Source: an optimization exercise on an open RTL-to-GDS flow (aim: small area and a short achievable clock period). Production flows keep margins and buffers that such runs may drop.
Function was checked by simulation only, so behaviour that the tests miss may differ from the original.
Power is estimated from default activity; no workload was simulated.

==> flow/design.v (outline; a module is shown in full before it is edited, if it fits) <==
// module top_32bit: 143 lines
// module opmux: 4 lines
// module mulfront: 757 lines
// module csaback: 101 lines
// module cpa32: 728 lines
// module nd2: 3 lines
// module nr2: 3 lines
// module xn2: 3 lines
// module iv: 3 lines
// module aoi21: 3 lines
// module oai21: 3 lines
// module ltcmp: 256 lines
// module benc: 5 lines
// module bsel: 3 lines
// module ao21: 3 lines
// module xo2: 3 lines
module top_32bit(
    input               clk,
    input               we,
    input               reset,
    input      [31:0]   data,
    input      [1:0]    p_sel,
    input      [31:0]   P0,
    input      [31:0]   P1,
    output     [31:0]   P0_out,
    output     [31:0]   P1_out,
    output     [31:0]   data_out
  );
  // ...
==> flow/flow/run.sh <==
#!/bin/bash
# The standard layout (the standard.sh, standard synthesis included) with:
#  - a clock tree of smaller buffers, larger sink clusters and no dummy loads;
#  - port buffers of buf_2 cells.
# make's own output goes to layout_make.log; each ORFS step logs under orfs/logs.
set -euo pipefail
bash standard.sh SETUP_SLACK_MARGIN=6.5 \
  'CTS_ARGS=-sink_clustering_enable -repair_clock_nets -dont_use_dummy_load -buf_list {sky130_fd_sc_hd__clkbuf_4 sky130_fd_sc_hd__clkbuf_8} -sink_clustering_size 16' \
  'BUFFER_PORTS_ARGS=-buffer_cell sky130_fd_sc_hd__buf_2' \
  finish > layout_make.log 2>&1
==> flow/standard.sh <==
#!/bin/bash
# synth_recipe.tcl (not shown) runs the flow's synth.tcl, then flattens the netlist and writes it again
# the make line also repeats each setting of config.mk as NAME=value (left out here)
make -C /OpenROAD-flow-scripts/flow DESIGN_CONFIG=/design/flow/config.mk WORK_HOME=/design/flow/orfs CLKGATE_MAP_FILE= SYNTH_SCRIPT=/design/flow/synth_recipe.tcl "${@:-finish}"
==> flow/config.mk <==
export PLATFORM = sky130hd
export DESIGN_NAME = top_32bit
export DESIGN_NICKNAME = top_32bit
export VERILOG_FILES = /design/flow/design.v
export SDC_FILE = /design/flow/constraint.sdc
export NUM_CORES = 4
export LEC_CHECK = 0
export CAP_MARGIN = 20
export CORE_MARGIN = 2
export CORE_UTILIZATION = 65
export SLEW_MARGIN = 20
export SYNTH_HIERARCHICAL = 1
==> flow/constraint.sdc <==
create_clock -name core_clock -period 12.0 [get_ports {clk}]
set_input_delay 2.4000 -clock core_clock [delete_from_list [all_inputs] [get_ports {clk}]]
set_output_delay 2.4000 -clock core_clock [all_outputs]
set_load 0.01 [all_outputs]
==> run_results.csv, run 1 <==
group,metric,value,unit
critical_path,cp.arrival,6.31,ns
synth,synth.area.top_cells,"edfxtp_1 40%, dfxtp_1 5.8%, a22oi_1 5.7%",
global_route,grt_use_total,43.9,%
layout,multi_input_gates,2414,
layout,multi_input_area_share,42.9,%
sta,worst_slew_pin_slew,1.23,ns
power_and_ir_drop,p_int,7.82,mW
critical_path,cp_slowest_cell,"fa_2",
layout,regArea,21700,µm²
global_route,grt_use_met1,53.4,%
route,vias_per_cell,7.13,
global_route,overflow,0,
route,wl_per_cell,32.3,µm
clock_network,insertion_delay,0.81,ns
status,status,"complete, no violations",
layout,insertedDiodeCount,6,
route,top_layer,"met5",
placed_design,hpwl,99000,µm
synth,synth_top_family_by_area,"compound AO/OA/AOI/OAI gates",
layout,clk_share,3.49,%
placed_design,gp_congestion,1.03,
clock_network,cts_setup_buffers,123,
layout,layout_common_cells,"576 x edfxtp_1, 329 x a22oi_1, 252 x buf_4",
layout,buffers,480,
synth,syn_inst,3605,
critical_path,critPathTopFamily,"adder cells",
layout,nonClkBufAreaFrac,7.41,%
sta,setup_ws,6.31,ns
power_and_ir_drop,pg_seq,3.71,mW
clock_network,cts_tree,"built",
synth,synthSimpleGateAreaFrac,7.17,%
placed_design,dpl.cell_count,4553,
sta,setup_tns,0,ns
power_and_ir_drop,top_power_group,"combinational cells",
sta,fin_crit,5.69,ns
sta,fmax,176,MHz
global_route,grt_max_degree,93,
critical_path,cp-endpoint,"mid[48]",
==> inputs of run 2 (changes only) <==
--- a/flow/flow/run.sh
+++ b/flow/flow/run.sh
@@ -6,3 +6,3 @@
 set -euo pipefail
-bash standard.sh SETUP_SLACK_MARGIN=6.5 \
+bash standard.sh SETUP_SLACK_MARGIN=7.0 \
   'CTS_ARGS=-sink_clustering_enable -repair_clock_nets -dont_use_dummy_load -buf_list {sky130_fd_sc_hd__clkbuf_4 sky130_fd_sc_hd__clkbuf_8} -sink_clustering_size 16' \
--- a/flow/config.mk
+++ b/flow/config.mk
@@ -9,3 +9,3 @@
 export CORE_MARGIN = 2
-export CORE_UTILIZATION = 65
+export CORE_UTILIZATION = 60
 export SLEW_MARGIN = 20
==> run 2 against run 1 <==
Effect of this change:
- clock skew decreased by 0.00079 ns
- sequential power about the same
- first-iteration DRC count decreased by 8.1%
==> run_results.csv, run 2 <==
group,metric,value,unit
status,status,"complete, no violations",
worst_hold_path,hp-start,"valid[3]",
layout,regArea,21700,µm²
sta,finalSetupViolCount,0,
route,vias_per_cell,6.93,
route,first_pass_iters,11,
layout,num-fill-cells,4557,
worst_hold_path,hp-class,"reg2reg",
die,die_x,273,µm
layout,regMostFlops,"mem",
clock_network,cts_max_path_buffers,3,
route,ant_nets,0,
synth,synth.area.top_cells,"edfxtp_1 40%, dfxtp_1 5.8%, a22oi_1 5.7%",
die,row_count,98,
clock_network,root_buffer,"clkbuf_8",
die,io_pins,197,
layout,largest_reg_flops,384,
layout,layout-drive-gt1-share,36.4,%
power_and_ir_drop,power_density,293,nW/µm²
die,die_h,273,µm
critical_path,reg2reg_from,"mid[20]",
layout,final_common_cell,"edfxtp_1",
layout,area_growth,22.9,%
global_route,antenna_found_initial,15,
die,die_area,74500,µm²
synth,synth_top_area_share,39.8,%
synth,synth_common_cells,"576 x edfxtp_1, 332 x a22oi_1, 288 x nor2_1",
global_route,overflow,0,
route,drc_errors,0,
critical_path,critPathMaxFanout,3,
power_and_ir_drop,cellLeakagePower,19.9,nW
clock_network,cts_buffers,130,
placed_design,gp_congestion,1.04,
synth,syn-cell-area,43400,µm²
critical_path,path_class,"reg2out",
global_route,grt_use_total,43.1,%
sta,fin_crit,5.62,ns
clock_network,htreeDepth,4,
layout,layout_common_cells,"576 x edfxtp_1, 323 x a22oi_1, 260 x buf_4",
die,core,71600,µm²
power_and_ir_drop,totalPowerFinal,15.6,mW
layout,multiInputGateArea,22900,µm²
synth,avgSynthCellArea,12.0,µm²
synth,yosysSeqAreaShare,50.0,%
route,routed_wl,165000,µm
critical_path,cp-start-kind,"flip-flop",
synth,syn_inst,3605,
clock_network,cts_tree,"built",
die,start_util,60.6,%
critical_path,rr_worst_depth,20,
placed_design,portBuffers,177,
critical_path,end_kind,"primary output",
placed_design,dpl_cell_area,45600,µm²
power_and_ir_drop,ir_drop,0.265,mV
layout,fin_area,53400,µm²
critical_path,reg2reg_slack,6.57,ns
worst_hold_path,whs_endpoint,"valid[3]",
synth,synthDistinctLibCells,74,
route,drt_iter0_drc,4894,
sta,skew,0.0988,ns
critical_path,reg2reg_to,"mid[48]",
sta,setup_tns,0,ns
critical_path,cp.arrival,3.22,ns
synth,yosys_warnings,7,
clock_network,insertion_delay,0.82,ns
global_route,grt_pass1_vias,34800,
layout,layout.cells.non_filler,5072,
synth,synth_top_cell_by_area,"edfxtp_1",
sta,slew_headroom,19.4,%
synth,ys_async_sr_fraction,9.65,%
layout,top_regs,"mem: 384 flops, Rh: 192 flops, mid: 94 flops",
sta,fmax,178,MHz
global_route,grt_pass1_wl,230000,µm
job,maxCapViolations,0,
critical_path,worstPathRequired,9.60,ns
route,wl_per_cell,32.5,µm
route,vias,35100,
synth,synth-edff-count,576,
placed_design,hpwl,98800,µm
synth,ys.flop_type,"edfxtp_1",
clock_network,cts_sinks,777,
clock_network,clkTransAtPathRegs,0.05,ns
worst_hold_path,whs_path_depth,2,
global_route,grt_max_degree,93,
synth,synth-seq-cells,777,
synth,yosysMostFrequentCell,"edfxtp_1",
sta,finalCritPeriodShare,46.8,%
sta,finalHoldViolations,0,
sta,rsz0062_at_grt,"yes",
sta,worst_slew_pin_slew,1.20,ns
sta,finalMaxSlewViolations,0,
layout,layout.nets,4416,
placed_design,dpl.cell_count,4638,
-- run 2: changes by cell type in the layout (fill, tap and decap cells not counted), sizes merged, moves of 2 or more --
cell    delta
diode      +4
clkinv     -3
inv        +2
nand2      +6
bufbuf     +3
buf       +69
clkbuf     -2
-- run 2: area by class of cell --
cell class / count / area share [%]
tap: 950 / 2.23
inverter: 234 / 1.68
multi-input combinational: 2420 / 43.0
timing repair inverter: 1 / 0.00938
clock buffer: 130 / 3.35
sequential: 777 / 40.7
timing repair buffer: 550 / 9.03
antenna: 10 / 0.0469
-- run 2: critical path: stages (launching register included) --
cell and delay (ns):
dfxtp_2 0.32, fa_2 0.69, nor2_4 0.10, nor2_4 0.14
nand2_2 0.12, o21ai_2 0.24, buf_4 0.15, a21oi_2 0.04
o21ai_2 0.09, xor2_2 0.34, buf_2 0.21
-- run 2: timing repair --
item	CTS	global route
setup endpoints to repair	126	99
pin swaps	171	166
hold buffers	0	0
gates resized for setup	491	196
gates cloned	21	2
setup buffers	209	59
-- run 2: Yosys stat by module, one instance, submodules excluded, excerpt --
module	cell area, µm²	flops+latches	cells
bsel	21.3	0	2
csaback	622	0	32
iv	3.75	0	1
nr2	3.75	0	1
top_32bit	32400	777	2184
cpa32	15.0	0	2
benc	38.8	0	5
ao21	7.51	0	1
-- run 2: metrics by stage --
stage / setup WS, ns / util (%) / hold slack, ns
floorplan: 5.71 / - / 0.425
global placement: 4.33 / 63.6 / 0.451
detailed placement: 4.27 / 63.6 / 0.461
CTS: 6.48 / 72.4 / 0.476
global route: 6.35 / 74.5 / 0.487
finish: 6.38 / 74.5 / 0.475
-- run 2: logic make-up (layout without fill, tap and decap cells) --
group                      after synthesis  in the layout  synth area share (%)
AOI/OAI and AO/OA                      992            992                  17.8
adders and majority gates              201            201                  7.64
xor gates and xnor gates               276            276                  5.60
DFF                                    777            777                  50.0
and+or+nand+nor                        700            709                  7.17
buffers and inverters                  464            915                  5.04
other                                    1             58               0.00864
muxes                                  194            194                  6.83
-- run 2: worst max path at each step --
stage | startpoint | end | slack (ns) | cells after the start
detailed placement | p_sel[1] | mid[51] | 4.27 | 17
global placement | p_sel[1] | mid[51] | 4.33 | 17
finish | mid[23] | data_out[17] | 6.38 | 10
floorplan | p_sel[0] | mid[48] | 5.71 | 15
CTS | mid[24] | data_out[31] | 6.48 | 9
global route | mid[16] | data_out[28] | 6.35 | 9
-- run 2: where the power goes --
group          internal [mW]  leakage (nW)  switching [mW]
registers               3.45          7.07           0.258
clock network          0.952         0.935           0.951
logic                   4.05          11.9            5.96
total                   8.45          19.9            7.17
-- run 2: routing by layer --
layer / part of all wire (%) / wire [µm] / vias up / track usage [%]
met4: 8.6 / 14200 / 8 / 30.1
met5: 0.032 / 53 / - / 0
li1: - / - / 14300 / -
met3: 12 / 20400 / 840 / 12.1
met1: 34 / 55300 / 17200 / 52.0
met2: 45 / 74800 / 2762 / 67.1
==> inputs of run 3 (changes only) <==
--- a/flow/flow/run.sh
+++ b/flow/flow/run.sh
@@ -6,3 +6,3 @@
 set -euo pipefail
-bash standard.sh SETUP_SLACK_MARGIN=7.0 \
+bash standard.sh SETUP_SLACK_MARGIN=6.0 \
   'CTS_ARGS=-sink_clustering_enable -repair_clock_nets -dont_use_dummy_load -buf_list {sky130_fd_sc_hd__clkbuf_4 sky130_fd_sc_hd__clkbuf_8} -sink_clustering_size 16' \
==> run 3 against run 2 <==
Effect of this change:
- maximum frequency decreased by 6.1%
- worst hold slack lost 0.0028 ns
- synthesized cell count did not move
- die area unchanged
- global-route usage decreased by 2.3 points
- synthesized area did not move
- worst setup slack got worse by 0.36 ns
- utilization shrank 6.4 points
- critical path type is now in2reg
- largest power group unchanged
- highest routed layer unchanged
==> run_results.csv, run 3 <==
group,metric,value,unit
die,core,71600,µm²
synth,synth_common_cells,"576 x edfxtp_1, 332 x a22oi_1, 288 x nor2_1",
layout,largest_reg_flops,384,
placed_design,dpl.cell_count,4629,
placed_design,gp_congestion,1.02,
sta,skew,0.0780,ns
synth,ys.flop_type,"edfxtp_1",
critical_path,cp-start-kind,"input port",
power_and_ir_drop,power_density,273,nW/µm²
route,routed_wl,153000,µm
clock_network,root_buffer,"clkbuf_8",
sta,finalMaxSlewViolations,0,
synth,syn-cell-area,43400,µm²
synth,ys_async_sr_fraction,9.65,%
critical_path,worstPathRequired,12.64,ns
layout,final_common_cell,"edfxtp_1",
status,status,"complete, no violations",
sta,finalHoldViolations,0,
die,io_pins,197,
critical_path,critPathMaxFanout,20,
die,start_util,60.6,%
layout,layout.cells.non_filler,4873,
critical_path,end_kind,"flip-flop",
layout,layout-drive-gt1-share,23.9,%
die,die_h,273,µm
sta,setup_tns,0,ns
layout,regMostFlops,"mem",
route,wl_per_cell,31.3,µm
placed_design,dpl_cell_area,45500,µm²
synth,yosysSeqAreaShare,50.0,%
synth,synth-seq-cells,777,
global_route,grt_pass1_vias,33000,
synth,synth_top_area_share,39.8,%
critical_path,reg2reg_slack,6.29,ns
route,drt_iter0_drc,4571,
global_route,grt_max_degree,87,
critical_path,critPathTopFamily,"adder cells",
synth,avgSynthCellArea,12.0,µm²
layout,num-fill-cells,5255,
clock_network,cts_buffers,131,
clock_network,cts_max_path_buffers,3,
global_route,grt_use_total,40.8,%
clock_network,ctsHoldBuffers,0,
sta,holdWs,0.472,ns
clock_network,cts_sinks,777,
route,ant_nets,0,
sta,worst_slew_pin_slew,1.24,ns
die,die_area,74500,µm²
layout,top_regs,"mem: 384 flops, Rh: 192 flops, mid: 94 flops",
sta,slew_headroom,16.5,%
route,vias,33100,
job,maxCapViolations,0,
die,row_count,98,
synth,synth.area.top_cells,"edfxtp_1 40%, dfxtp_1 5.8%, a22oi_1 5.7%",
critical_path,path_cells,"buf_2, buf_6, a221o_4, buf_4, buf_4, a21oi_1, nand2_4, buf_4, xor2_4, buf_12, a22oi_2, xnor2_1, inv_1, fa_1, fa_1, fa_1, inv_1, a21o_1",
critical_path,crit_buf_inv,8,
placed_design,hpwl,99800,µm
synth,synth-edff-count,576,
route,vias_per_cell,6.79,
critical_path,path_class,"in2reg",
synth,yosysMostFrequentCell,"edfxtp_1",
layout,fin_area,48800,µm²
clock_network,htreeDepth,4,
clock_network,clkTransAtPathRegs,0.05,ns
critical_path,cp.arrival,6.62,ns
sta,fmax,167,MHz
critical_path,max_stage_delay,0.52,ns
sta,rsz0062_at_grt,"yes",
layout,layout_common_cells,"576 x edfxtp_1, 330 x a22oi_1, 268 x nor2_1",
synth,syn_inst,3605,
clock_network,cts_tree,"built",
synth,synthDistinctLibCells,74,
sta,finalCritPeriodShare,49.8,%
route,drc_errors,0,
worst_hold_path,hp-class,"reg2reg",
layout,area_growth,12.4,%
die,die_x,273,µm
power_and_ir_drop,cellLeakagePower,18.1,nW
synth,synth_top_cell_by_area,"edfxtp_1",
global_route,antenna_found_initial,13,
global_route,overflow,0,
placed_design,portBuffers,177,
global_route,grt_pass1_wl,219000,µm
clock_network,insertion_delay,0.78,ns
critical_path,cp_slowest_cell,"fa_1",
route,first_pass_iters,8,
sta,finalSetupViolCount,0,
layout,layout.nets,4217,
sta,fin_crit,5.98,ns
power_and_ir_drop,ir_drop,0.230,mV
synth,yosys_warnings,7,
## run 3: worst paths after layout
path | startpoint | endpoint | cells past startpoint
max | p_sel[0] | mid[69] | 18
min | valid[3] | valid[3] | 2
max reg2reg | mid[13] | mid[83] | 22
min reg2reg | valid[3] | valid[3] | 2
max in group asynchronous | reset | R0[27] | 3
min in group asynchronous | reset | valid[4] | 2
## run 3: modules after synthesis, one instance, submodules excluded, excerpt
module,cell area (µm²),times used
oai21,5.00,93
nd2,3.75,115
ltcmp,120,1
cpa32,15.0,1
csaback,622,1
bsel,21.3,136
top_32bit,32400,1
opmux,603,2
xn2,8.76,22
benc,38.8,8
mulfront,2410,1
ao21,7.51,91
iv,3.75,8
nr2,3.75,136
## run 3: worst register-to-register path: cells and delay by family (launching register included)
family | cells | cell delay [ns]
simple gates | 5 | 0.69
fa+ha+maj | 3 | 1.56
xor+xnor | 2 | 0.73
buf+inv | 6 | 1.03
flops | 1 | 0.31
compound gates | 6 | 1.27
## run 3: layout make-up
| class | instances | area (µm²) | area share, % |
|---|---|---|---|
| well taps | 950 | 1190 | 2.44 |
| multi-input cells | 2417 | 20700 | 42.5 |
| inverters | 234 | 880 | 1.80 |
| flip-flops and latches | 777 | 21700 | 44.5 |
| repair buffers | 354 | 2480 | 5.08 |
| clock buffers | 131 | 1800 | 3.69 |
| diodes | 10 | 25.0 | 0.0513 |
## run 3: kinds of logic after synthesis
family,Yosys count,synth area share (%)
other,1,0.00864
XOR/XNOR,276,5.60
flip-flops,777,50.0
multiplexers,194,6.83
buffers and inverters,464,5.04
AND/OR/NAND/NOR,700,7.17
AO/OA/AOI/OAI,992,17.8
adder cells (fa/ha/maj),201,7.64
## run 3: report_power, final
group	leakage (nW)	switching, mW	internal (mW)
logic	10.1	4.90	2.79
registers	7.07	0.264	3.45
clock network	0.942	0.945	0.958
total	18.1	6.10	7.20
## run 3: per-stage QoR
stage / setup WS (ns) / total power [mW] / utilization, %
2_1_floorplan: 5.64 / 8.37 / -
3_5_place_dp: 4.20 / 10.7 / 63.5
6_report: 6.02 / 13.3 / 68.2
5_1_grt: 5.92 / 14.0 / 68.1
3_3_place_gp: 4.34 / 10.5 / 63.5
4_1_cts: 5.96 / 13.0 / 67.4
## run 3: repair_timing
action	4_1_cts	5_1_grt
gates cloned	6	0
resized for setup	38	43
buffers inserted	74	20
pin swaps	21	10
hold endpoints to repair	0	0
setup endpoints to repair	74	50
## run 3: layer usage
| metal | share of wire [%] | global-route usage [%] | up-vias |
|---|---|---|---|
| met1 | 35 | 49.7 | 16300 |
| met5 | 0.050 | 0 | - |
| met2 | 46 | 63.9 | 2323 |
| met4 | 7.9 | 28.5 | 12 |
| met3 | 11 | 10.4 | 621 |
| li1 | - | - | 13900 |
==> inputs of run 4 (changes only) <==
--- a/flow/flow/run.sh
+++ b/flow/flow/run.sh
@@ -6,4 +6,4 @@
 set -euo pipefail
-bash standard.sh SETUP_SLACK_MARGIN=6.0 \
-  'CTS_ARGS=-sink_clustering_enable -repair_clock_nets -dont_use_dummy_load -buf_list {sky130_fd_sc_hd__clkbuf_4 sky130_fd_sc_hd__clkbuf_8} -sink_clustering_size 16' \
+bash standard.sh SETUP_SLACK_MARGIN=6.5 \
+  'CTS_ARGS=-sink_clustering_enable -repair_clock_nets -dont_use_dummy_load -buf_list {sky130_fd_sc_hd__clkbuf_4} -root_buf sky130_fd_sc_hd__clkbuf_16 -sink_clustering_size 12' \
   'BUFFER_PORTS_ARGS=-buffer_cell sky130_fd_sc_hd__buf_2' \
==> run 4 against run 3 <==
Effect of this change:
- cell count is 3.3% higher
- combinational power is 9.5% higher
- first-iteration DRC count is 5.1% higher
- via count is 3.4% higher
- clock power is 13% lower
- clock skew is 0.082 ns higher
- die area stayed put
- clock-buffer cell count is 62 higher
- sequential power hardly changed
- largest power group unchanged
- synthesized area stayed put
- global-route usage is 0.83 points higher
- synthesized cell count stayed put
==> run_results.csv, run 4 <==
group,metric,value,unit
status,status,"complete, no violations",
route,routed_wl,157000,µm
critical_path,critPathTopFamily,"adder cells",
synth,synth_top_cell_by_area,"edfxtp_1",
layout,final_common_cell,"edfxtp_1",
layout,top_regs,"mem: 384 flops, Rh: 192 flops, mid: 94 flops",
route,vias_per_cell,6.80,
critical_path,path_cells,"buf_8, buf_12, nor2b_4, a22oi_1, nand2_1, buf_4, a22oi_2, xnor2_1, fa_1, inv_1, fa_1, inv_2, fa_1, a21o_1",
global_route,grt_max_degree,78,
sta,finalHoldViolations,0,
global_route,busiest_layer,"met2",
synth,synth.area.top_cells,"edfxtp_1 40%, dfxtp_1 5.8%, a22oi_1 5.7%",
clock_network,root_buffer,"clkbuf_16",
synth,syn-cell-area,43400,µm²
clock_network,cts_buffers,193,
critical_path,crit_buf_inv,5,
route,wl_per_cell,31.3,µm
placed_design,portBuffers,177,
clock_network,ctsHoldBuffers,0,
synth,synth_top_area_share,39.8,%
critical_path,critPathMaxFanout,22,
global_route,antenna_found_initial,14,
route,drt_iter0_drc,4805,
layout,layout_common_cells,"576 x edfxtp_1, 329 x a22oi_1, 224 x inv_1",
placed_design,pre_cts_slack,3.86,ns
layout,layout.nets,4377,
sta,rsz0062_at_grt,"yes",
sta,setup_ws,6.37,ns
synth,synth_common_cells,"576 x edfxtp_1, 332 x a22oi_1, 288 x nor2_1",
sta,slew_headroom,22.1,%
power_and_ir_drop,cellLeakagePower,18.9,nW
global_route,grt_pass1_vias,33700,
global_route,grt_use_total,41.6,%
clock_network,cts_sinks,777,
synth,yosysSeqAreaShare,50.0,%
layout,area_growth,16.4,%
global_route,use_met3,10.3,%
layout,postLayoutCoreUtil,70.6,%
synth,synthDistinctLibCells,74,
route,vias,34200,
sta,setup_tns,0,ns
sta,finalSetupViolCount,0,
die,die_x,273,µm
global_route,grt_use_met1,50.5,%
die,row_count,98,
sta,fmax,178,MHz
power_and_ir_drop,ir_drop,0.262,mV
synth,synth-seq-cells,777,
global_route,met2_usage,65.2,%
layout,regMostFlops,"mem",
route,first_pass_iters,10,
job,maxCapViolations,0,
die,die_area,74500,µm²
critical_path,end_kind,"flip-flop",
critical_path,cp.arrival,6.17,ns
critical_path,cp-start-kind,"input port",
synth,synth-edff-count,576,
synth,syn_inst,3605,
worst_hold_path,hp-class,"reg2reg",
clock_network,htreeDepth,4,
synth,yosys_warnings,7,
sta,finalCritPeriodShare,46.9,%
placed_design,gp_congestion,1.02,
power_and_ir_drop,power_density,273,nW/µm²
clock_network,cts_max_path_buffers,3,
synth,ys_async_sr_fraction,9.65,%
die,start_util,60.6,%
synth,ys.flop_type,"edfxtp_1",
layout,layout-drive-gt1-share,30.4,%
critical_path,max_stage_delay,0.58,ns
sta,fin_crit,5.63,ns
clock_network,insertion_delay,0.79,ns
sta,finalMaxSlewViolations,0,
global_route,grt_pass1_wl,223000,µm
critical_path,worstPathRequired,12.54,ns
critical_path,path_class,"in2reg",
clock_network,cts_tree,"built",
die,io_pins,197,
critical_path,reg2reg_slack,6.70,ns
critical_path,cp_slowest_cell,"nor2b_4",
global_route,overflow,0,
synth,avgSynthCellArea,12.0,µm²
synth,yosysMostFrequentCell,"edfxtp_1",
placed_design,hpwl,98800,µm
route,drc_errors,0,
sta,skew,0.160,ns
die,die_h,273,µm
layout,largest_reg_flops,384,
route,ant_nets,0,
clock_network,clkTransAtPathRegs,0.07,ns
sta,worst_slew_pin_slew,1.17,ns
die,core,71600,µm²
critical_path,timing.critical_path.mode_cell,"fa_1",
-- run 4: cell counts after synthesis --
No cell type changed its count.
-- run 4: cells by family after synthesis --
kind of cell    Yosys count  synth area share (%)
mux                     194                  6.83
simple gates            700                  7.17
compound gates          992                  17.8
xor+xnor                276                  5.60
flops                   777                  50.0
other cells               1               0.00864
buf+inv                 464                  5.04
fa+ha+maj               201                  7.64
-- run 4: area by class of cell --
cell class	count	area, µm²
sequential	777	21700
inverter	234	880
antenna	10	25.0
multi-input combinational	2416	21700
clock buffer	193	1470
tap	950	1190
fill	5084	21100
timing repair buffer	453	3590
-- run 4: timing repair --
action,CTS,global route
pin swaps,84,40
setup buffers,143,30
endpoints found under the setup margin,110,51
resized for setup,208,151
endpoints found under the hold margin,0,0
cloned,12,1
-- run 4: worst register-to-register path: stages, from the launching register on --
cell,delay [ns]
dfxtp_1,0.33
fa_2,0.64
nor2_4,0.09
nor2_4,0.23
a21oi_4,0.12
o21ai_4,0.20
a21oi_4,0.08
xnor2_2,0.39
a21oi_1,0.14
nand2_2,0.10
buf_12,0.24
nand2b_4,0.17
o22ai_4,0.31
buf_4,0.21
a22oi_2,0.06
xnor2_1,0.17
fa_1,0.46
fa_2,0.59
fa_1,0.41
a21o_1,0.16
-- run 4: final timing paths --
path,startpoint,endpoint,cells past startpoint
max,p_sel[1],mid[51],14
min reg2reg,first,a1[0],1
max in group asynchronous,reset,a1[1],3
min,first,a1[0],1
max reg2reg,mid[28],mid[51],19
min in group asynchronous,reset,R1[1],2
-- run 4: modules after synthesis (local to each module, per instance), excerpt --
| module | flip-flops and latches | copies in the design |
|---|---|---|
| ao21 | 0 | 91 |
| benc | 0 | 8 |
| csaback | 0 | 1 |
| iv | 0 | 8 |
| mulfront | 0 | 1 |
| xn2 | 0 | 22 |
| xo2 | 0 | 72 |
-- run 4: where the power goes --
part           switching, mW  internal (mW)  total [mW]  leakage [nW]
Clock                  0.928          0.736        1.66         0.896
Combinational           5.21           3.22        8.42          10.9
Sequential             0.261           3.45        3.71          7.07
Total                   6.40           7.40        13.8          18.9
-- run 4: metrics by stage --
| step | total power [mW] | area, µm² | instances | hold WS (ns) |
|---|---|---|---|---|
| 5_1_grt | 14.5 | 50500 | 5027 | 0.455 |
| 4_1_cts | 13.2 | 49500 | 4990 | 0.446 |
| 2_1_floorplan | 8.33 | 44000 | 3652 | 0.425 |
| 3_3_place_gp | 10.5 | 45500 | 4641 | 0.452 |
| 3_5_place_dp | 10.7 | 45500 | 4642 | 0.456 |
| 6_report | 13.8 | 50500 | 5033 | 0.426 |
-- run 4: routing by layer --
metal | vias up | wire length, µm
met5 | - | 126
met4 | 20 | 13700
met3 | 701 | 17100
met1 | 16800 | 54200
met2 | 2490 | 72300
li1 | 14300 | -
==> module top_32bit, before the edit <==
module top_32bit(
    input               clk,
    input               we,
    input               reset,
    input      [31:0]   data,
    input      [1:0]    p_sel,
    input      [31:0]   P0,
    input      [31:0]   P1,
    output     [31:0]   P0_out,
    output     [31:0]   P1_out,
    output     [31:0]   data_out
  );
  localparam [2:0] OP_ADD = 3'd0, OP_SUB = 3'd1, OP_MUL = 3'd2, OP_AND = 3'd3,
                   OP_OR  = 3'd4, OP_XOR = 3'd5, OP_LT  = 3'd6;
  reg  [4:0]  a1;
  reg         first;
  always @(posedge clk or posedge reset)
    if (reset) a1 <= 5'd0;
    else       a1 <= first ? 5'd0 : a1 + 5'd1;
  always @(posedge clk)
    first <= reset;
  wire [3:0] d_op = data[31:28];
  wire [2:0] d_rs = data[27:25];
  wire [2:0] d_rA = data[24:22];
  wire [2:0] d_rB = data[21:19];
  reg  [2:0] e_op, e_A, e_B;
  always @* begin
    e_A = d_rA;
    e_B = d_rB;
    case (d_op)
      4'b0000: e_op = OP_ADD;
      4'b0001: e_op = OP_SUB;
      4'b0010: e_op = OP_MUL;
      4'b0011: e_op = OP_AND;
      4'b0100: e_op = OP_OR;
      4'b0101: e_op = OP_XOR;
      4'b0110: begin e_op = OP_LT; e_A = d_rB; e_B = d_rA; end
      4'b0111: e_op = OP_LT;
      4'b1001: begin e_op = OP_AND; e_B = d_rA; end
      default: begin e_op = OP_XOR; e_B = d_rA; end
    endcase
  end
  wire [11:0] enc = {e_op, d_rs, e_A, e_B};
  reg  [11:0] mem [0:31];
  always @(posedge clk)
    if (we) mem[a1] <= enc;
  wire [11:0] Jn = we ? enc : mem[a1];
  wire [2:0]  jn_A = Jn[5:3];
  wire [2:0]  jn_B = Jn[2:0];
  reg  [5:0]  J;
  always @(posedge clk)
    J <= Jn[11:6];
  wire [2:0] j_op = J[5:3];
  wire [2:0] j_rs = J[2:0];
  reg  [31:0]  R0, R1;
  reg  [191:0] Rh;         
  reg  [7:2]   valid;
  reg  [2:0]   rs_cur;     
  wire [31:0]  alu;        
  wire [31:0]  alu_rf;     
  wire [31:0]  wb0 = p_sel[0] ? alu_rf : P0;
  wire [31:0]  wb1 = p_sel[1] ? alu_rf : P1;
  always @(posedge clk or posedge reset)
    if (reset) begin
      R0 <= 32'd0;
      R1 <= 32'd0;
    end else begin
      if (rs_cur == 3'd0) R0 <= wb0;
      if (rs_cur == 3'd1) R1 <= wb1;
    end
  genvar k;
  generate
    for (k = 2; k < 8; k = k + 1) begin : g_reg
      always @(posedge clk)
        if (rs_cur == k) Rh[32*(k-2) +: 32] <= alu_rf;
      always @(posedge clk or posedge reset)
        if (reset)             valid[k] <= 1'b0;
        else if (rs_cur == k)  valid[k] <= 1'b1;
    end
  endgenerate
  wire [2:0]  rs_n    = reset ? 3'd0 : j_rs;
  wire [7:0]  valid_n = reset ? 8'd0 : ({valid, 2'b00} | (8'd1 << rs_cur));
  wire [7:0]  ok_n    = valid_n | 8'b11;
  wire        fwdA_n  = (jn_A == rs_n);
  wire        fwdB_n  = (jn_B == rs_n);
  reg  [7:0]  selA, selB;
  reg         gA0, gA1, gAY, gB0, gB1, gBY;
  always @(posedge clk) begin
    selA <= fwdA_n ? 8'd0 : ((8'd1 << jn_A) & ok_n);
    selB <= fwdB_n ? 8'd0 : ((8'd1 << jn_B) & ok_n);
    gA0  <= fwdA_n & (rs_n == 3'd0);
    gA1  <= fwdA_n & (rs_n == 3'd1);
    gAY  <= fwdA_n & (rs_n[2:1] != 2'd0);
    gB0  <= fwdB_n & (rs_n == 3'd0);
    gB1  <= fwdB_n & (rs_n == 3'd1);
    gBY  <= fwdB_n & (rs_n[2:1] != 2'd0);
  end
  wire [255:0] Rall = {Rh, R1, R0};
  reg  [31:0]  A_reg, B_reg;
  integer i;
  always @* begin
    A_reg = 32'd0;
    B_reg = 32'd0;
    for (i = 0; i < 8; i = i + 1) begin
      A_reg = A_reg | ({32{selA[i]}} & Rall[32*i +: 32]);
      B_reg = B_reg | ({32{selB[i]}} & Rall[32*i +: 32]);
    end
  end
  wire [31:0] A, B;
  opmux u_opA (.alu(alu), .p0(P0), .p1(P1), .r(A_reg),
               .ga(gAY | (gA0 & p_sel[0]) | (gA1 & p_sel[1])),
               .gp0(gA0 & ~p_sel[0]), .gp1(gA1 & ~p_sel[1]), .y(A));
  opmux u_opB (.alu(alu), .p0(P0), .p1(P1), .r(B_reg),
               .ga(gBY | (gB0 & p_sel[0]) | (gB1 & p_sel[1])),
               .gp0(gB0 & ~p_sel[0]), .gp1(gB1 & ~p_sel[1]), .y(B));
  wire        nr    = ~reset;
  wire        s_mul = nr & (j_op == OP_MUL);
  wire        s_add = nr & (j_op == OP_ADD);
  wire        s_sub = nr & (j_op == OP_SUB);
  wire        s_or  = nr & (j_op == OP_OR);
  wire        s_xor = nr & (j_op == OP_XOR);
  wire        s_lt  = nr & (j_op == OP_LT);
  wire        s_and = nr & (j_op == OP_AND | j_op == 3'd7);
  wire        lt;
  ltcmp u_lt (.a(A), .b(B), .lt(lt));
  wire [31:0] ox = ({32{s_add | s_sub}} & A) | ({32{s_or}} & (A | B)) |
                   ({32{s_xor}} & (A ^ B)) | ({32{s_and}} & (A & B)) |
                   {31'd0, s_lt & lt};
  wire [31:0] oy = ({32{s_add}} & B) | ({32{s_sub}} & ~B);
  wire        ocin = s_sub;
  wire [93:0] mid_next;
  reg  [93:0] mid;
  mulfront u_front (.a(A[15:0]), .b(B[15:0]), .is_mul(s_mul), .ox(ox), .oy(oy),
                    .ocin(ocin), .m(mid_next));
  always @(posedge clk) begin
    mid    <= mid_next;
    rs_cur <= reset ? 3'd0 : j_rs;
  end
  csaback u_back (.m(mid), .s(alu), .s2(alu_rf));
  assign P0_out   = R0;
  assign P1_out   = R1;
  assign data_out = alu;
endmodule
==> module opmux, before the edit <==
module opmux(input [31:0] alu, input [31:0] p0, input [31:0] p1, input [31:0] r,
             input ga, input gp0, input gp1, output [31:0] y);
  assign y = ({32{ga}} & alu) | ({32{gp0}} & p0) | ({32{gp1}} & p1) | r;
endmodule
==> inputs of run 5 (changes only) <==
--- a/flow/design.v
+++ b/flow/design.v
@@ -109,8 +109,23 @@
   wire [31:0] A, B;
-  opmux u_opA (.alu(alu), .p0(P0), .p1(P1), .r(A_reg),
-               .ga(gAY | (gA0 & p_sel[0]) | (gA1 & p_sel[1])),
-               .gp0(gA0 & ~p_sel[0]), .gp1(gA1 & ~p_sel[1]), .y(A));
-  opmux u_opB (.alu(alu), .p0(P0), .p1(P1), .r(B_reg),
-               .ga(gBY | (gB0 & p_sel[0]) | (gB1 & p_sel[1])),
-               .gp0(gB0 & ~p_sel[0]), .gp1(gB1 & ~p_sel[1]), .y(B));
+  wire [3:0]  ga, gp0, gp1;
+  opctl u_cA0 (.g0(gA0), .g1(gA1), .gy(gAY), .p_sel(p_sel), .ga(ga[0]), .gp0(gp0[0]), .gp1(gp1[0]));
+  opctl u_cA1 (.g0(gA0), .g1(gA1), .gy(gAY), .p_sel(p_sel), .ga(ga[1]), .gp0(gp0[1]), .gp1(gp1[1]));
+  opctl u_cB0 (.g0(gB0), .g1(gB1), .gy(gBY), .p_sel(p_sel), .ga(ga[2]), .gp0(gp0[2]), .gp1(gp1[2]));
+  opctl u_cB1 (.g0(gB0), .g1(gB1), .gy(gBY), .p_sel(p_sel), .ga(ga[3]), .gp0(gp0[3]), .gp1(gp1[3]));
+  opmux u_opA0 (.alu(alu[15:0]), .p0(P0[15:0]), .p1(P1[15:0]), .r(A_reg[15:0]),
+                .ga(ga[0]), .gp0(gp0[0]), .gp1(gp1[0]), .y(A[15:0]));
+  opmux u_opA1 (.alu(alu[31:16]), .p0(P0[31:16]), .p1(P1[31:16]), .r(A_reg[31:16]),
+                .ga(ga[1]), .gp0(gp0[1]), .gp1(gp1[1]), .y(A[31:16]));
+  opmux u_opB0 (.alu(alu[15:0]), .p0(P0[15:0]), .p1(P1[15:0]), .r(B_reg[15:0]),
+                .ga(ga[2]), .gp0(gp0[2]), .gp1(gp1[2]), .y(B[15:0]));
+  opmux u_opB1 (.alu(alu[31:16]), .p0(P0[31:16]), .p1(P1[31:16]), .r(B_reg[31:16]),
+                .ga(ga[3]), .gp0(gp0[3]), .gp1(gp1[3]), .y(B[31:16]));
+  wire [15:0] Am, Bm;
+  wire [1:0]  gam, gp0m, gp1m;
+  opctl u_cAm (.g0(gA0), .g1(gA1), .gy(gAY), .p_sel(p_sel), .ga(gam[0]), .gp0(gp0m[0]), .gp1(gp1m[0]));
+  opctl u_cBm (.g0(gB0), .g1(gB1), .gy(gBY), .p_sel(p_sel), .ga(gam[1]), .gp0(gp0m[1]), .gp1(gp1m[1]));
+  opmux u_opAm (.alu(alu[15:0]), .p0(P0[15:0]), .p1(P1[15:0]), .r(A_reg[15:0]),
+                .ga(gam[0]), .gp0(gp0m[0]), .gp1(gp1m[0]), .y(Am));
+  opmux u_opBm (.alu(alu[15:0]), .p0(P0[15:0]), .p1(P1[15:0]), .r(B_reg[15:0]),
+                .ga(gam[1]), .gp0(gp0m[1]), .gp1(gp1m[1]), .y(Bm));
   wire        nr    = ~reset;
@@ -132,3 +147,3 @@
   reg  [93:0] mid;
-  mulfront u_front (.a(A[15:0]), .b(B[15:0]), .is_mul(s_mul), .ox(ox), .oy(oy),
+  mulfront u_front (.a(Am), .b(Bm), .is_mul(s_mul), .ox(ox), .oy(oy),
                     .ocin(ocin), .m(mid_next));
@@ -143,5 +158,11 @@
 endmodule
-module opmux(input [31:0] alu, input [31:0] p0, input [31:0] p1, input [31:0] r,
-             input ga, input gp0, input gp1, output [31:0] y);
-  assign y = ({32{ga}} & alu) | ({32{gp0}} & p0) | ({32{gp1}} & p1) | r;
+module opmux(input [15:0] alu, input [15:0] p0, input [15:0] p1, input [15:0] r,
+             input ga, input gp0, input gp1, output [15:0] y);
+  assign y = ({16{ga}} & alu) | ({16{gp0}} & p0) | ({16{gp1}} & p1) | r;
+endmodule
+module opctl(input g0, input g1, input gy, input [1:0] p_sel,
+             output ga, output gp0, output gp1);
+  assign ga  = gy | (g0 & p_sel[0]) | (g1 & p_sel[1]);
+  assign gp0 = g0 & ~p_sel[0];
+  assign gp1 = g1 & ~p_sel[1];
 endmodule
--- a/flow/flow/run.sh
+++ b/flow/flow/run.sh
@@ -7,3 +7,3 @@
 bash standard.sh SETUP_SLACK_MARGIN=6.5 \
-  'CTS_ARGS=-sink_clustering_enable -repair_clock_nets -dont_use_dummy_load -buf_list {sky130_fd_sc_hd__clkbuf_4} -root_buf sky130_fd_sc_hd__clkbuf_16 -sink_clustering_size 12' \
+  'CTS_ARGS=-sink_clustering_enable -repair_clock_nets -dont_use_dummy_load -buf_list {sky130_fd_sc_hd__clkbuf_4 sky130_fd_sc_hd__clkbuf_8} -sink_clustering_size 16' \
   'BUFFER_PORTS_ARGS=-buffer_cell sky130_fd_sc_hd__buf_2' \
==> run 5 against run 4 <==
Effect of this change:
- still clean
- die area rose by 3.7%
- maximum frequency is 1.2% higher
- critical path depth up 4
- worst hold slack gained 0.0065 ns
- register-to-register slack worse by 0.02 ns
- first-iteration DRC count decreased by 19%
- sequential power is 2% higher
- sequential cell count did not move
- clock-buffer cell count shrank 74
- final area grew 3.0%
- total power up 7.3%
- critical endpoint is now mid[48]
==> run_results.csv, run 5 <==
group,metric,value,unit
power_and_ir_drop,p_comb_share,62.5,%
power_and_ir_drop,p_switching,6.90,mW
synth,ys.flop_type,"edfxtp_1",
synth,ys_async_sr_fraction,9.65,%
synth,synth_top_area_share,38.4,%
critical_path,cp-start-kind,"input port",
die,io_pins,197,
worst_hold_path,hp-class,"reg2reg",
synth,synth_top_cell_by_area,"edfxtp_1",
clock_network,htreeDepth,3,
power_and_ir_drop,clkPwrFrac,12.0,%
synth,synth_common_cells,"576 x edfxtp_1, 306 x nor2_1, 294 x a22oi_1",
synth,yosys_warnings,7,
sta,finalHoldViolations,0,
global_route,grt_use_total,40.4,%
synth,synth.area.top_cells,"edfxtp_1 38%, dfxtp_1 5.6%, a22oi_2 5.4%",
route,routed_wl,160000,µm
status,status,"complete, no violations",
route,vias_per_cell,6.78,
power_and_ir_drop,p_int,7.90,mW
power_and_ir_drop,p_seq_share,25.5,%
synth,avgSynthCellArea,11.8,µm²
synth,synth-edff-count,576,
layout,postLayoutCoreUtil,69.9,%
power_and_ir_drop,cellLeakagePower,19.3,nW
route,wl_per_cell,31.0,µm
global_route,overflow,0,
power_and_ir_drop,ir_drop,0.179,mV
sta,finalCritPeriodShare,46.3,%
clock_network,root_buffer,"clkbuf_8",
route,drt_iter0_drc,3907,
die,die_h,278,µm
clock_network,cts_sinks,777,
synth,yosysSeqAreaShare,48.1,%
layout,layout-drive-gt1-share,29.4,%
route,first_pass_iters,6,
sta,slew_headroom,23.9,%
placed_design,hpwl,105000,µm
clock_network,cts_tree,"built",
clock_network,clkTransAtPathRegs,0.06,ns
layout,regMostFlops,"mem",
synth,synthDistinctLibCells,87,
die,core,74400,µm²
global_route,grt_pass1_wl,228000,µm
sta,setup_ws,6.44,ns
layout,layout_common_cells,"576 x edfxtp_1, 294 x a22oi_1, 247 x nand2_1",
layout,layout.nets,4485,
sta,rsz0062_at_grt,"yes",
route,drc_errors,0,
layout,top_regs,"mem: 384 flops, Rh: 192 flops, mid: 94 flops",
placed_design,gp_congestion,0.992,
die,die_x,278,µm
sta,skew,0.150,ns
die,row_count,100,
die,die_area,77300,µm²
critical_path,cp.arrival,6.13,ns
clock_network,insertion_delay,0.79,ns
layout,final_common_cell,"edfxtp_1",
die,start_util,60.5,%
sta,fin_crit,5.56,ns
clock_network,cts_max_path_buffers,3,
critical_path,path_class,"in2reg",
layout,largest_reg_flops,384,
sta,worst_slew_pin_slew,1.14,ns
critical_path,critPathMaxFanout,8,
global_route,antenna_found_initial,23,
placed_design,portBuffers,177,
layout,area_growth,15.4,%
power_and_ir_drop,switching_share,46.6,%
clock_network,cts_buffers,119,
sta,setup_tns,0,ns
sta,fmax,180,MHz
synth,syn_inst,3823,
route,ant_nets,0,
critical_path,end_kind,"flip-flop",
job,maxCapViolations,0,
synth,syn-cell-area,45100,µm²
synth,yosysMostFrequentCell,"edfxtp_1",
placed_design,pre_cts_slack,3.93,ns
route,vias,35000,
synth,synth-seq-cells,777,
global_route,grt_pass1_vias,34500,
global_route,grt_max_degree,93,
sta,finalSetupViolCount,0,
sta,finalMaxSlewViolations,0,
critical_path,worstPathRequired,12.57,ns
power_and_ir_drop,power_density,285,nW/µm²
## run 5: changes by cell type after synthesis, sizes merged, moves of 19 or more
cell | before | now
a22oi | 469 | 490
a222oi | 31 | 0
mux2i | 97 | 145
nand2 | 236 | 284
a221o | 2 | 39
a21oi | 202 | 234
mux4 | 80 | 61
## run 5: modules after synthesis, one instance, submodules excluded, a selection
module / copies in the design / cells / cell area [µm²] / flops+latches
ao21: 91 / 1 / 7.51 / 0
aoi21: 62 / 1 / 8.76 / 0
cpa32: 1 / 2 / 15.0 / 0
mulfront: 1 / 234 / 2410 / 0
opctl: 6 / 3 / 25.0 / 0
nr2: 136 / 1 / 3.75 / 0
## run 5: cell type report
| cell class | instances | area, µm² |
|---|---|---|
| diodes | 12 | 30.0 |
| clock buffers | 119 | 1640 |
| fillers | 5355 | 22400 |
| repair buffers | 436 | 3450 |
| inverters | 235 | 886 |
| multi-input cells | 2614 | 23100 |
| flip-flops and latches | 777 | 21700 |
| well taps | 969 | 1210 |
## run 5: worst paths after layout
kind                       startpoint       to  slack [ns]  depth (start not counted)
min in group asynchronous       reset    a1[3]        1.79                          2
min                             first    a1[0]        0.43                          1
max                          p_sel[0]  mid[48]        6.44                         18
max in group asynchronous       reset   R1[14]        9.18                          3
max reg2reg                   mid[18]  mid[63]        6.68                         24
min reg2reg                     first    a1[0]        0.43                          1
## run 5: power groups by stage
stage | clock (mW) | sequential (mW) | combinational (mW)
after global placement | 0 | 3.79 | 7.41
final | 1.77 | 3.77 | 9.26
after global routing | 1.89 | 3.80 | 9.82
after floorplan | 0 | 3.69 | 5.15
after detailed placement | 0 | 3.81 | 7.58
after CTS | 1.78 | 3.76 | 8.58
## run 5: logic make-up (layout without fill, tap and decap cells)
| logic type | Yosys count | in the layout | share of synthesized area, % |
|---|---|---|---|
| AOI/OAI and AO/OA | 1057 | 1058 | 18.7 |
| xor gates and xnor gates | 279 | 279 | 5.47 |
| adders and majority gates | 201 | 201 | 7.36 |
| buffers and inverters | 483 | 790 | 5.56 |
| DFF | 777 | 777 | 48.1 |
| muxes | 218 | 218 | 6.58 |
| other | 1 | 60 | 0.00832 |
| and+or+nand+nor | 807 | 810 | 8.18 |
## run 5: what timing repair did
| action | 4_1_cts | 5_1_grt |
|---|---|---|
| endpoints found under the setup margin | 114 | 50 |
| resized for setup | 208 | 149 |
| pin swaps | 75 | 67 |
| hold buffers | 0 | 0 |
| gates cloned | 11 | 2 |
| buffers inserted | 137 | 27 |
## run 5: per-stage QoR
step	cells	hold slack [ns]	total power [mW]	area, µm²
5_1_grt	5153	0.469	15.5	52000
3_5_place_dp	4851	0.463	11.4	46900
3_3_place_gp	4850	0.458	11.2	46800
6_report	5162	0.433	14.8	52000
2_1_floorplan	3870	0.423	8.85	45700
4_1_cts	5118	0.435	14.1	51000
## run 5: worst max-delay path: stages
cell and delay, ns:
buf_12 0.10, buf_12 0.13, a221o_4 0.47, buf_6 0.17, a21oi_4 0.14, nand2_4 0.10, nand2b_4 0.16, o22ai_4 0.18
buf_12 0.17, buf_8 0.14, a22oi_2 0.07, xnor2_1 0.17, fa_2 0.52, inv_1 0.05, fa_1 0.50, inv_1 0.06
fa_1 0.43, a21o_1 0.16
## run 5: metal layers
metal | wire [µm] | GRT usage (%) | share of wire, % | up-vias
met5 | 146 | 0 | 0.091 | -
met4 | 13000 | 25.9 | 8.1 | 24
met3 | 16300 | 8.74 | 10 | 640
met2 | 75300 | 66.1 | 47 | 2363
met1 | 55200 | 48.9 | 35 | 17200
li1 | - | - | - | 14700

## re-timing with driven ports
How much do the figures lean on ideal ports? The routed layouts below were timed once more, with nothing changed but the port constraints.
Step 1 assumes that a clkbuf_16 drives the clock port and a buf_2 every other input.
Step 2, shift: input delay + t, output delay - t, t = (earliest + latest rising clock arrival at the registers) / 2. This alone moves slack from input paths to output paths.
Slacks: ideal ports / drivers / drivers and shift; pairs: ideal ports / drivers.
run | shift t [ns] | setup slack, ns | hold WS [ns] | worst setup path at the end | worst data-port slew with drivers (ns)
run 1 | 0.825 | 6.312 / 6.247 / 5.422 | 0.469 / 0.469 / 0.469 | input to register | 0.20
run 2 | 0.839 | 6.384 / 6.316 / 5.623 | 0.475 / 0.475 / 0.475 | input to register | 0.19
run 3 | 0.818 | 6.020 / 6.032 / 5.248 | 0.472 / 0.472 / 0.472 | input to register | 0.19
run 4 | 0.771 | 6.370 / 6.373 / 5.608 | 0.426 / 0.426 / 0.426 | input to register | 0.20
run 5 | 0.789 | 6.438 / 6.384 / 5.663 | 0.433 / 0.433 / 0.433 | input to register | 0.16
After both steps setup and hold are still met in every run listed. For run 1, which loses most, drivers alone change the setup slack by -0.065 ns; drivers and shift together by -0.890 ns.
